From an optimization exercise on the open Yosys and OpenROAD flow, aimed at small area, a short achievable clock period and few clock cycles; shortcuts taken in it are not production practice. Function was checked by simulation only, so behaviour that the tests miss may differ from the original.

==> job 1249: inputs <==
==> flow/design.v <==
module muldiv_unit (
    input  logic        clk_i,
    input  logic        rst_n_i,
    input  logic        start_i,
    input  logic [31:0] operand_a_i,
    input  logic [31:0] operand_b_i,
    input  logic [2:0]  muldiv_op_i,
    output logic [31:0] result_o,
    output logic        busy_o,
    output logic        done_o
);
    localparam int K  = 4;                  
    localparam int DW = 33 + K;             
    localparam int NC = (32 + K) / K;       
    localparam int CW = 4;                  
    localparam int EW = 3;                  
    function automatic logic [32:0] add33(input logic [32:0] a,
                                          input logic [32:0] b,
                                          input logic        cin);
        logic [32:0] g, p, gg, pp;
        logic [32:0] c;
        g  = a & b;
        p  = a ^ b;
        gg = g;
        pp = p;
        gg[0] = g[0] | (p[0] & cin);
        for (int d = 1; d < 33; d = d * 2)
            for (int i = 2 * d - 1; i < 33; i = i + 2 * d) begin
                gg[i] = gg[i] | (pp[i] & gg[i-d]);
                pp[i] = pp[i] & pp[i-d];
            end
        for (int d = 16; d >= 1; d = d / 2)
            for (int i = 3 * d - 1; i < 33; i = i + 2 * d) begin
                gg[i] = gg[i] | (pp[i] & gg[i-d]);
                pp[i] = pp[i] & pp[i-d];
            end
        c[0] = cin;
        for (int i = 1; i < 33; i++) c[i] = gg[i-1];
        add33 = p ^ c;
    endfunction
    logic          busy_q, done_q, first_q, fix_q, negc_q;
    logic          mul_q, sgn_q, rem_q;
    logic          neg_q, prev_q, rs_q;
    logic [CW-1:0] cnt_q;
    logic [31:0]   x_q;       
    logic [DW-1:0] y_q;       
    logic [31:0]   z_q;       
    logic        sa, sb, bz, az, nz, pa, pb;
    logic [31:0] am, bm;
    logic [4:0]  ma, mb, la, lb;
    logic signed [5:0] df;
    logic [5:0]  du;
    logic [CW-1:0] c0;
    logic [EW-1:0] e0;
    logic [DW-1:0] d0;
    assign sa    = sgn_q & x_q[31];
    assign sb    = sgn_q & (first_q ? y_q[31] : y_q[DW-1]);
    assign bz    = (y_q[31:0] == 32'd0);
    assign az    = (x_q == 32'd0);
    assign am = sa ? ~x_q : x_q;
    assign bm = sb ? ~y_q[31:0] : y_q[31:0];
    assign pa = sa && (am != 32'd0) && (((am >> 1) & ~am) == 32'd0);
    assign pb = sb && (bm != 32'd0) && (((bm >> 1) & ~bm) == 32'd0);
    always_comb begin
        ma = 5'd0;
        mb = 5'd0;
        for (int i = 0; i < 32; i++) begin
            if (am[i]) ma = 5'(i);
            if (bm[i]) mb = 5'(i);
        end
    end
    assign la = ma + 5'(pa);
    assign lb = mb + 5'(pb);
    assign df = $signed({1'b0, la}) - $signed({1'b0, lb});
    assign du = {1'b0, df[4:0]} + 6'd1;
    assign nz = az || df[5];
    always_comb begin
        c0 = CW'(1);
        e0 = EW'(K - 1);
        if (bz) begin
            e0 = EW'(K - 2);
        end else if (!nz) begin
            c0 = CW'(du / K) + CW'(1);
            e0 = EW'(K - 1) - EW'(du % K);
        end
    end
    always_comb begin
        d0 = '0;
        for (int c = 1; c <= NC; c++)
            if (c0 == CW'(c))
                d0 = DW'($signed({sb, y_q[31:0]})) << (c * K - 1);
    end
    logic [32:0]   s   [0:K];
    logic [DW-1:0] dv;
    logic [K-1:0]  qb;
    logic [2*K:0]  ybits;
    assign dv    = first_q ? d0 : y_q;
    assign ybits = {y_q[2*K-1:0], prev_q};
    always_comb begin
        logic [31:0] xs;
        logic [32:0] dj, ab;
        logic        one, two, inv, skip;
        if (first_q || negc_q) s[0] = 33'd0;
        else                   s[0] = mul_q ? {1'b0, z_q} : {rs_q, x_q};
        for (int j = 0; j < K; j++) begin
            xs   = x_q << (2 * j);
            dj   = 33'($signed(dv) >>> j);
            skip = (first_q && j > 0 && (EW'(j) <= e0)) ||
                   ((fix_q || negc_q) && j > 0);
            one  = 1'b0;
            two  = 1'b0;
            if (j == 0 && !mul_q && (first_q || negc_q)) begin
                one = 1'b1;
                inv = (sa & ~nz) | negc_q;
                ab  = {sa, x_q};
            end else if (mul_q) begin
                one = ybits[2*j+1] ^ ybits[2*j];
                two = (ybits[2*j+2] & ~ybits[2*j+1] & ~ybits[2*j]) |
                      (~ybits[2*j+2] & ybits[2*j+1] & ybits[2*j]);
                inv = ybits[2*j+2];
                ab  = {1'b0, ({32{one}} & xs) | ({32{two}} & (xs << 1))};
            end else begin
                inv = ~skip & ~(s[j][32] ^ sb);
                ab  = {33{~skip}} & dj;
            end
            s[j+1]    = add33(s[j], ab ^ {33{inv}}, inv);
            qb[K-1-j] = ~skip & ~s[j+1][32] & ~(j == 0 && first_q);
        end
    end
    logic [31:0] qn, sel;
    logic        last, fin, mterm, negn, rfix;
    logic [31:0] ynext;
    assign qn    = (z_q << K) | 32'(qb);
    assign sel   = rem_q ? s[K][31:0] : qn;
    assign negn  = first_q ? (sgn_q & ~nz & (rem_q ? sa : (sa ^ sb))) | (bz & ~rem_q)
                           : neg_q;
    assign last  = first_q ? (c0 == CW'(1)) : (cnt_q == CW'(1));
    assign fin   = fix_q | last;
    assign rfix  = rem_q & ~fix_q & s[K][32] & ~(first_q & nz);
    assign ynext = $signed(y_q[31:0]) >>> (2 * K);
    assign mterm = (ynext == {32{y_q[2*K-1]}});
    logic idle_q, ld_q;
    logic idle_d, busy_d, done_d, first_d, fix_d, negc_d;
    always_comb begin
        idle_d  = idle_q;
        busy_d  = busy_q;
        done_d  = done_q;
        first_d = first_q;
        fix_d   = fix_q;
        negc_d  = negc_q;
        if (idle_q) begin
            if (start_i) begin
                idle_d  = 1'b0;
                busy_d  = (muldiv_op_i <= 3'd4);
                done_d  = (muldiv_op_i >  3'd4);
                first_d = 1'b1;
            end
        end else if (!ld_q) begin
            first_d = 1'b0;
            if (negc_q) begin
                negc_d = 1'b0;
                busy_d = 1'b0;
                done_d = 1'b1;
            end else if (mul_q) begin
                if (mterm) begin
                    busy_d = 1'b0;
                    done_d = 1'b1;
                end
            end else if (fin) begin
                fix_d = rfix;
                if (!rfix) begin
                    if (negn) negc_d = 1'b1;
                    else begin
                        busy_d = 1'b0;
                        done_d = 1'b1;
                    end
                end
            end
        end else begin
            done_d = 1'b0;
            idle_d = 1'b1;
        end
    end
    always_ff @(posedge clk_i or negedge rst_n_i) begin
        if (!rst_n_i) begin
            idle_q  <= 1'b1;
            ld_q    <= 1'b1;
            busy_q  <= 1'b0;
            done_q  <= 1'b0;
            first_q <= 1'b0;
            fix_q   <= 1'b0;
            negc_q  <= 1'b0;
        end else begin
            idle_q  <= idle_d;
            ld_q    <= !busy_d;
            busy_q  <= busy_d;
            done_q  <= done_d;
            first_q <= first_d;
            fix_q   <= fix_d;
            negc_q  <= negc_d;
        end
    end
    always_ff @(posedge clk_i) begin
        if (ld_q) begin
            x_q <= operand_a_i;
            y_q <= DW'(operand_b_i);
            z_q <= 32'd0;
        end else if (mul_q) begin
            x_q <= x_q << (2 * K);
            y_q <= DW'(ynext);
            z_q <= s[K][31:0];
        end else begin
            x_q <= (fin && !rfix && negn && !rem_q) ? qn : s[K][31:0];
            y_q <= (fin && rfix) ? DW'($signed(dv) >>> (K - 1)) : DW'($signed(dv) >>> K);
            if (negc_q || (fin && !rfix && !negn && rem_q))
                z_q <= s[K][31:0];
            else
                z_q <= qn;
        end
    end
    always_ff @(posedge clk_i) begin
        if (ld_q) begin
            prev_q <= 1'b0;
            rs_q   <= 1'b0;
            mul_q  <= (muldiv_op_i == 3'd0);
            sgn_q  <= (muldiv_op_i == 3'd1) || (muldiv_op_i == 3'd3);
            rem_q  <= (muldiv_op_i == 3'd3) || (muldiv_op_i == 3'd4);
        end else begin
            prev_q <= y_q[2*K-1];
            rs_q   <= s[K][32] | (fin & rfix);
            neg_q  <= negn;
            cnt_q  <= first_q ? (c0 - CW'(1)) : (cnt_q - CW'(1));
        end
    end
    assign busy_o   = busy_q;
    assign done_o   = done_q;
    assign result_o = z_q;
endmodule
==> flow/flow/run.sh <==
#!/bin/bash
set -euo pipefail
bash standard.sh finish "BUFFER_PORTS_ARGS=-buffer_cell sky130_fd_sc_hd__buf_1" > standard.log 2>&1
==> flow/standard.sh <==
#!/bin/bash
# synth_recipe.tcl (not shown) runs the flow's synth.tcl, then flattens the netlist and writes it again
# the make line also repeats each setting of config.mk as NAME=value (left out here)
make -C /OpenROAD-flow-scripts/flow DESIGN_CONFIG=/design/flow/config.mk WORK_HOME=/design/flow/orfs CLKGATE_MAP_FILE= SYNTH_SCRIPT=/design/flow/synth_recipe.tcl "${@:-finish}"
==> flow/config.mk <==
export PLATFORM = sky130hd
export DESIGN_NAME = muldiv_unit
export DESIGN_NICKNAME = muldiv_unit
export VERILOG_FILES = /design/flow/design.v
export SDC_FILE = /design/flow/constraint.sdc
export NUM_CORES = 4
export LEC_CHECK = 0
export ABC_AREA = 1
export CAP_MARGIN = 20
export CORE_MARGIN = 2
export CORE_UTILIZATION = 50
export SLEW_MARGIN = 20
==> flow/constraint.sdc <==
create_clock -name core_clock -period 150.0 [get_ports {clk_i}]
set_input_delay 30.0000 -clock core_clock [delete_from_list [all_inputs] [get_ports {clk_i}]]
set_output_delay 30.0000 -clock core_clock [all_outputs]
set_load 0.01 [all_outputs]
==> job 1369: changes against job 1249 <==
--- a/flow/design.v
+++ b/flow/design.v
@@ -43,24 +43,22 @@
     logic          neg_q, prev_q, rs_q;
     logic [CW-1:0] cnt_q;
     logic [31:0]   x_q;       
-    logic [DW-1:0] y_q;       
+    logic [31:0]   y_q;       
     logic [31:0]   z_q;       
-    logic        sa, sb, bz, az, nz, pa, pb;
+    logic        sa, sb, wb, bz, nz, pa;
     logic [31:0] am, bm;
     logic [4:0]  ma, mb, la, lb;
     logic signed [5:0] df;
     logic [5:0]  du;
-    logic [CW-1:0] c0;
+    logic [CW-1:0] c0, cm;
     logic [EW-1:0] e0;
-    logic [DW-1:0] d0;
     assign sa    = sgn_q & x_q[31];
-    assign sb    = sgn_q & (first_q ? y_q[31] : y_q[DW-1]);
+    assign sb    = sgn_q & y_q[31];
+    assign wb    = (sgn_q | mul_q) & y_q[31];
     assign bz    = (y_q[31:0] == 32'd0);
-    assign az    = (x_q == 32'd0);
     assign am = sa ? ~x_q : x_q;
-    assign bm = sb ? ~y_q[31:0] : y_q[31:0];
+    assign bm = wb ? ~y_q[31:0] : y_q[31:0];
     assign pa = sa && (am != 32'd0) && (((am >> 1) & ~am) == 32'd0);
-    assign pb = sb && (bm != 32'd0) && (((bm >> 1) & ~bm) == 32'd0);
     always_comb begin
         ma = 5'd0;
         mb = 5'd0;
@@ -70,46 +68,49 @@
         end
     end
     assign la = ma + 5'(pa);
-    assign lb = mb + 5'(pb);
+    assign lb = mb;
     assign df = $signed({1'b0, la}) - $signed({1'b0, lb});
-    assign du = {1'b0, df[4:0]} + 6'd1;
-    assign nz = az || df[5];
+    assign du = {1'b0, df[4:0]} + 6'(sa);
+    assign nz = df[5];
+    assign cm = CW'((mb + 5'd1) / (2 * K)) + CW'(1);
     always_comb begin
         c0 = CW'(1);
-        e0 = EW'(K - 1);
+        e0 = EW'(K) - EW'(sa);
         if (bz) begin
-            e0 = EW'(K - 2);
+            e0 = EW'(K - 1) - EW'(sa);
         end else if (!nz) begin
             c0 = CW'(du / K) + CW'(1);
             e0 = EW'(K - 1) - EW'(du % K);
         end
     end
-    always_comb begin
-        d0 = '0;
+    logic [CW-1:0] rc;
+    logic [DW-1:0] dv;
+    assign rc = first_q ? (mul_q ? cm : c0) : cnt_q;
+    always_comb begin
+        dv = '0;
         for (int c = 1; c <= NC; c++)
-            if (c0 == CW'(c))
-                d0 = DW'($signed({sb, y_q[31:0]})) << (c * K - 1);
+            if (rc == CW'(c))
+                dv = DW'($signed({sb, y_q})) << (c * K - 1);
     end
     logic [32:0]   s   [0:K];
-    logic [DW-1:0] dv;
     logic [K-1:0]  qb;
     logic [2*K:0]  ybits;
-    assign dv    = first_q ? d0 : y_q;
     assign ybits = {y_q[2*K-1:0], prev_q};
     always_comb begin
         logic [31:0] xs;
         logic [32:0] dj, ab;
         logic        one, two, inv, skip;
-        if (first_q || negc_q) s[0] = 33'd0;
-        else                   s[0] = mul_q ? {1'b0, z_q} : {rs_q, x_q};
+        if ((first_q && (mul_q || sa)) || negc_q) s[0] = 33'd0;
+        else if (mul_q)                           s[0] = {1'b0, z_q};
+        else                                      s[0] = {rs_q & ~first_q, x_q};
         for (int j = 0; j < K; j++) begin
             xs   = x_q << (2 * j);
             dj   = 33'($signed(dv) >>> j);
-            skip = (first_q && j > 0 && (EW'(j) <= e0)) ||
-                   ((fix_q || negc_q) && j > 0);
+            skip = (first_q && EW'(j) >= EW'(sa) && EW'(j) < e0 + EW'(sa)) ||
+                   (negc_q && j > 0) || (fix_q && j < K - 1);
             one  = 1'b0;
             two  = 1'b0;
-            if (j == 0 && !mul_q && (first_q || negc_q)) begin
+            if (j == 0 && !mul_q && ((first_q && sa) || negc_q)) begin
                 one = 1'b1;
                 inv = (sa & ~nz) | negc_q;
                 ab  = {sa, x_q};
@@ -124,21 +125,20 @@
                 ab  = {33{~skip}} & dj;
             end
             s[j+1]    = add33(s[j], ab ^ {33{inv}}, inv);
-            qb[K-1-j] = ~skip & ~s[j+1][32] & ~(j == 0 && first_q);
+            qb[K-1-j] = ~skip & ~s[j+1][32] & ~(j == 0 && first_q && sa);
         end
     end
     logic [31:0] qn, sel;
-    logic        last, fin, mterm, negn, rfix;
+    logic        last, fin, negn, rfix;
     logic [31:0] ynext;
     assign qn    = (z_q << K) | 32'(qb);
     assign sel   = rem_q ? s[K][31:0] : qn;
     assign negn  = first_q ? (sgn_q & ~nz & (rem_q ? sa : (sa ^ sb))) | (bz & ~rem_q)
                            : neg_q;
-    assign last  = first_q ? (c0 == CW'(1)) : (cnt_q == CW'(1));
+    assign last  = (rc == CW'(1));
     assign fin   = fix_q | last;
     assign rfix  = rem_q & ~fix_q & s[K][32] & ~(first_q & nz);
     assign ynext = $signed(y_q[31:0]) >>> (2 * K);
-    assign mterm = (ynext == {32{y_q[2*K-1]}});
     logic idle_q, ld_q;
     logic idle_d, busy_d, done_d, first_d, fix_d, negc_d;
     always_comb begin
@@ -162,7 +162,7 @@
                 busy_d = 1'b0;
                 done_d = 1'b1;
             end else if (mul_q) begin
-                if (mterm) begin
+                if (last) begin
                     busy_d = 1'b0;
                     done_d = 1'b1;
                 end
@@ -203,15 +203,14 @@
     always_ff @(posedge clk_i) begin
         if (ld_q) begin
             x_q <= operand_a_i;
-            y_q <= DW'(operand_b_i);
+            y_q <= operand_b_i;
             z_q <= 32'd0;
         end else if (mul_q) begin
             x_q <= x_q << (2 * K);
-            y_q <= DW'(ynext);
+            y_q <= ynext;
             z_q <= s[K][31:0];
         end else begin
             x_q <= (fin && !rfix && negn && !rem_q) ? qn : s[K][31:0];
-            y_q <= (fin && rfix) ? DW'($signed(dv) >>> (K - 1)) : DW'($signed(dv) >>> K);
             if (negc_q || (fin && !rfix && !negn && rem_q))
                 z_q <= s[K][31:0];
             else
@@ -229,7 +228,7 @@
             prev_q <= y_q[2*K-1];
             rs_q   <= s[K][32] | (fin & rfix);
             neg_q  <= negn;
-            cnt_q  <= first_q ? (c0 - CW'(1)) : (cnt_q - CW'(1));
+            cnt_q  <= (fin && rfix) ? CW'(1) : (rc - CW'(1));
         end
     end
     assign busy_o   = busy_q;
--- a/flow/config.mk
+++ b/flow/config.mk
@@ -8,5 +8,8 @@
 export ABC_AREA = 1
 export CAP_MARGIN = 20
 export CORE_MARGIN = 2
-export CORE_UTILIZATION = 50
+export CORE_UTILIZATION = 66
+export CTS_BUF_LIST = sky130_fd_sc_hd__clkbuf_8
+export CTS_CLUSTER_DIAMETER = 80
+export CTS_CLUSTER_SIZE = 40
 export SLEW_MARGIN = 20
==> job 8324: changes against job 1249 <==
--- a/flow/design.v
+++ b/flow/design.v
@@ -11,6 +11,7 @@
 );
     localparam int K  = 4;                  
     localparam int DW = 33 + K;             
+    localparam int YW = 33;                 
     localparam int NC = (32 + K) / K;       
     localparam int CW = 4;                  
     localparam int EW = 3;                  
@@ -43,7 +44,7 @@
     logic          neg_q, prev_q, rs_q;
     logic [CW-1:0] cnt_q;
     logic [31:0]   x_q;       
-    logic [DW-1:0] y_q;       
+    logic [YW-1:0] y_q;       
     logic [31:0]   z_q;       
     logic        sa, sb, bz, az, nz, pa, pb;
     logic [31:0] am, bm;
@@ -54,7 +55,7 @@
     logic [EW-1:0] e0;
     logic [DW-1:0] d0;
     assign sa    = sgn_q & x_q[31];
-    assign sb    = sgn_q & (first_q ? y_q[31] : y_q[DW-1]);
+    assign sb    = sgn_q & (first_q ? y_q[31] : y_q[YW-1]);
     assign bz    = (y_q[31:0] == 32'd0);
     assign az    = (x_q == 32'd0);
     assign am = sa ? ~x_q : x_q;
@@ -94,7 +95,7 @@
     logic [DW-1:0] dv;
     logic [K-1:0]  qb;
     logic [2*K:0]  ybits;
-    assign dv    = first_q ? d0 : y_q;
+    assign dv    = first_q ? d0 : DW'($signed(y_q));
     assign ybits = {y_q[2*K-1:0], prev_q};
     always_comb begin
         logic [31:0] xs;
@@ -203,15 +204,15 @@
     always_ff @(posedge clk_i) begin
         if (ld_q) begin
             x_q <= operand_a_i;
-            y_q <= DW'(operand_b_i);
+            y_q <= YW'(operand_b_i);
             z_q <= 32'd0;
         end else if (mul_q) begin
             x_q <= x_q << (2 * K);
-            y_q <= DW'(ynext);
+            y_q <= YW'(ynext);
             z_q <= s[K][31:0];
         end else begin
             x_q <= (fin && !rfix && negn && !rem_q) ? qn : s[K][31:0];
-            y_q <= (fin && rfix) ? DW'($signed(dv) >>> (K - 1)) : DW'($signed(dv) >>> K);
+            y_q <= (fin && rfix) ? YW'($signed(dv) >>> (K - 1)) : YW'($signed(dv) >>> K);
             if (negc_q || (fin && !rfix && !negn && rem_q))
                 z_q <= s[K][31:0];
             else
--- a/flow/config.mk
+++ b/flow/config.mk
@@ -9,4 +9,5 @@
 export CAP_MARGIN = 20
 export CORE_MARGIN = 2
 export CORE_UTILIZATION = 50
+export CTS_BUF_LIST = sky130_fd_sc_hd__clkbuf_4 sky130_fd_sc_hd__clkbuf_8
 export SLEW_MARGIN = 20
==> notes <==
The highest flip-flop and latch count belongs to job 1249, the lowest to job 1369.
Cell area: job 1369 < job 8324 < job 1249.
The lowest global-route usage belongs to job 8324, the highest to job 1369.
The highest die area belongs to job 1249, the lowest to job 1369.
Worst setup slack, lowest first: job 8324, job 1369, job 1249.
Maximum frequency, lowest first: job 8324, job 1369, job 1249.
Core utilization: job 8324 < job 1249 < job 1369.
Testbench counts of job 1249, summed over its fixed seeds: cycles 74,670.
Testbench counts of job 1369, summed over its fixed seeds: cycles 73,981.
Testbench counts of job 8324, summed over its fixed seeds: cycles 74,670.

## what the ideal ports hide
Ports are ideal in the flow. The routed layouts listed here were re-timed in OpenROAD. Step 1, drivers: a clkbuf_16 drives clk_i and a buf_2 each remaining input, both assumed. Step 2 times the ports against the registers' clock, not the clock port: input delays grow and output delays shrink by t, the midpoint of the rising clock arrivals with the driver on. Slacks: ideal / step 1 / step 2; pairs: ideal / step 1.
run	t, ns	setup slack, ns	worst setup path at the end	slew at the worst register clock pin (ns)	worst data-port slew with drivers (ns)
job 1249	0.543	118.952 / 118.900 / 119.205	input to register	0.07 / 0.07	0.04
job 1369	0.519	118.864 / 118.816 / 119.034	input to register	0.10 / 0.10	0.09
job 8324	0.587	118.818 / 118.767 / 119.126	input to register	0.09 / 0.09	0.04
After both steps setup and hold are still met in every run listed.
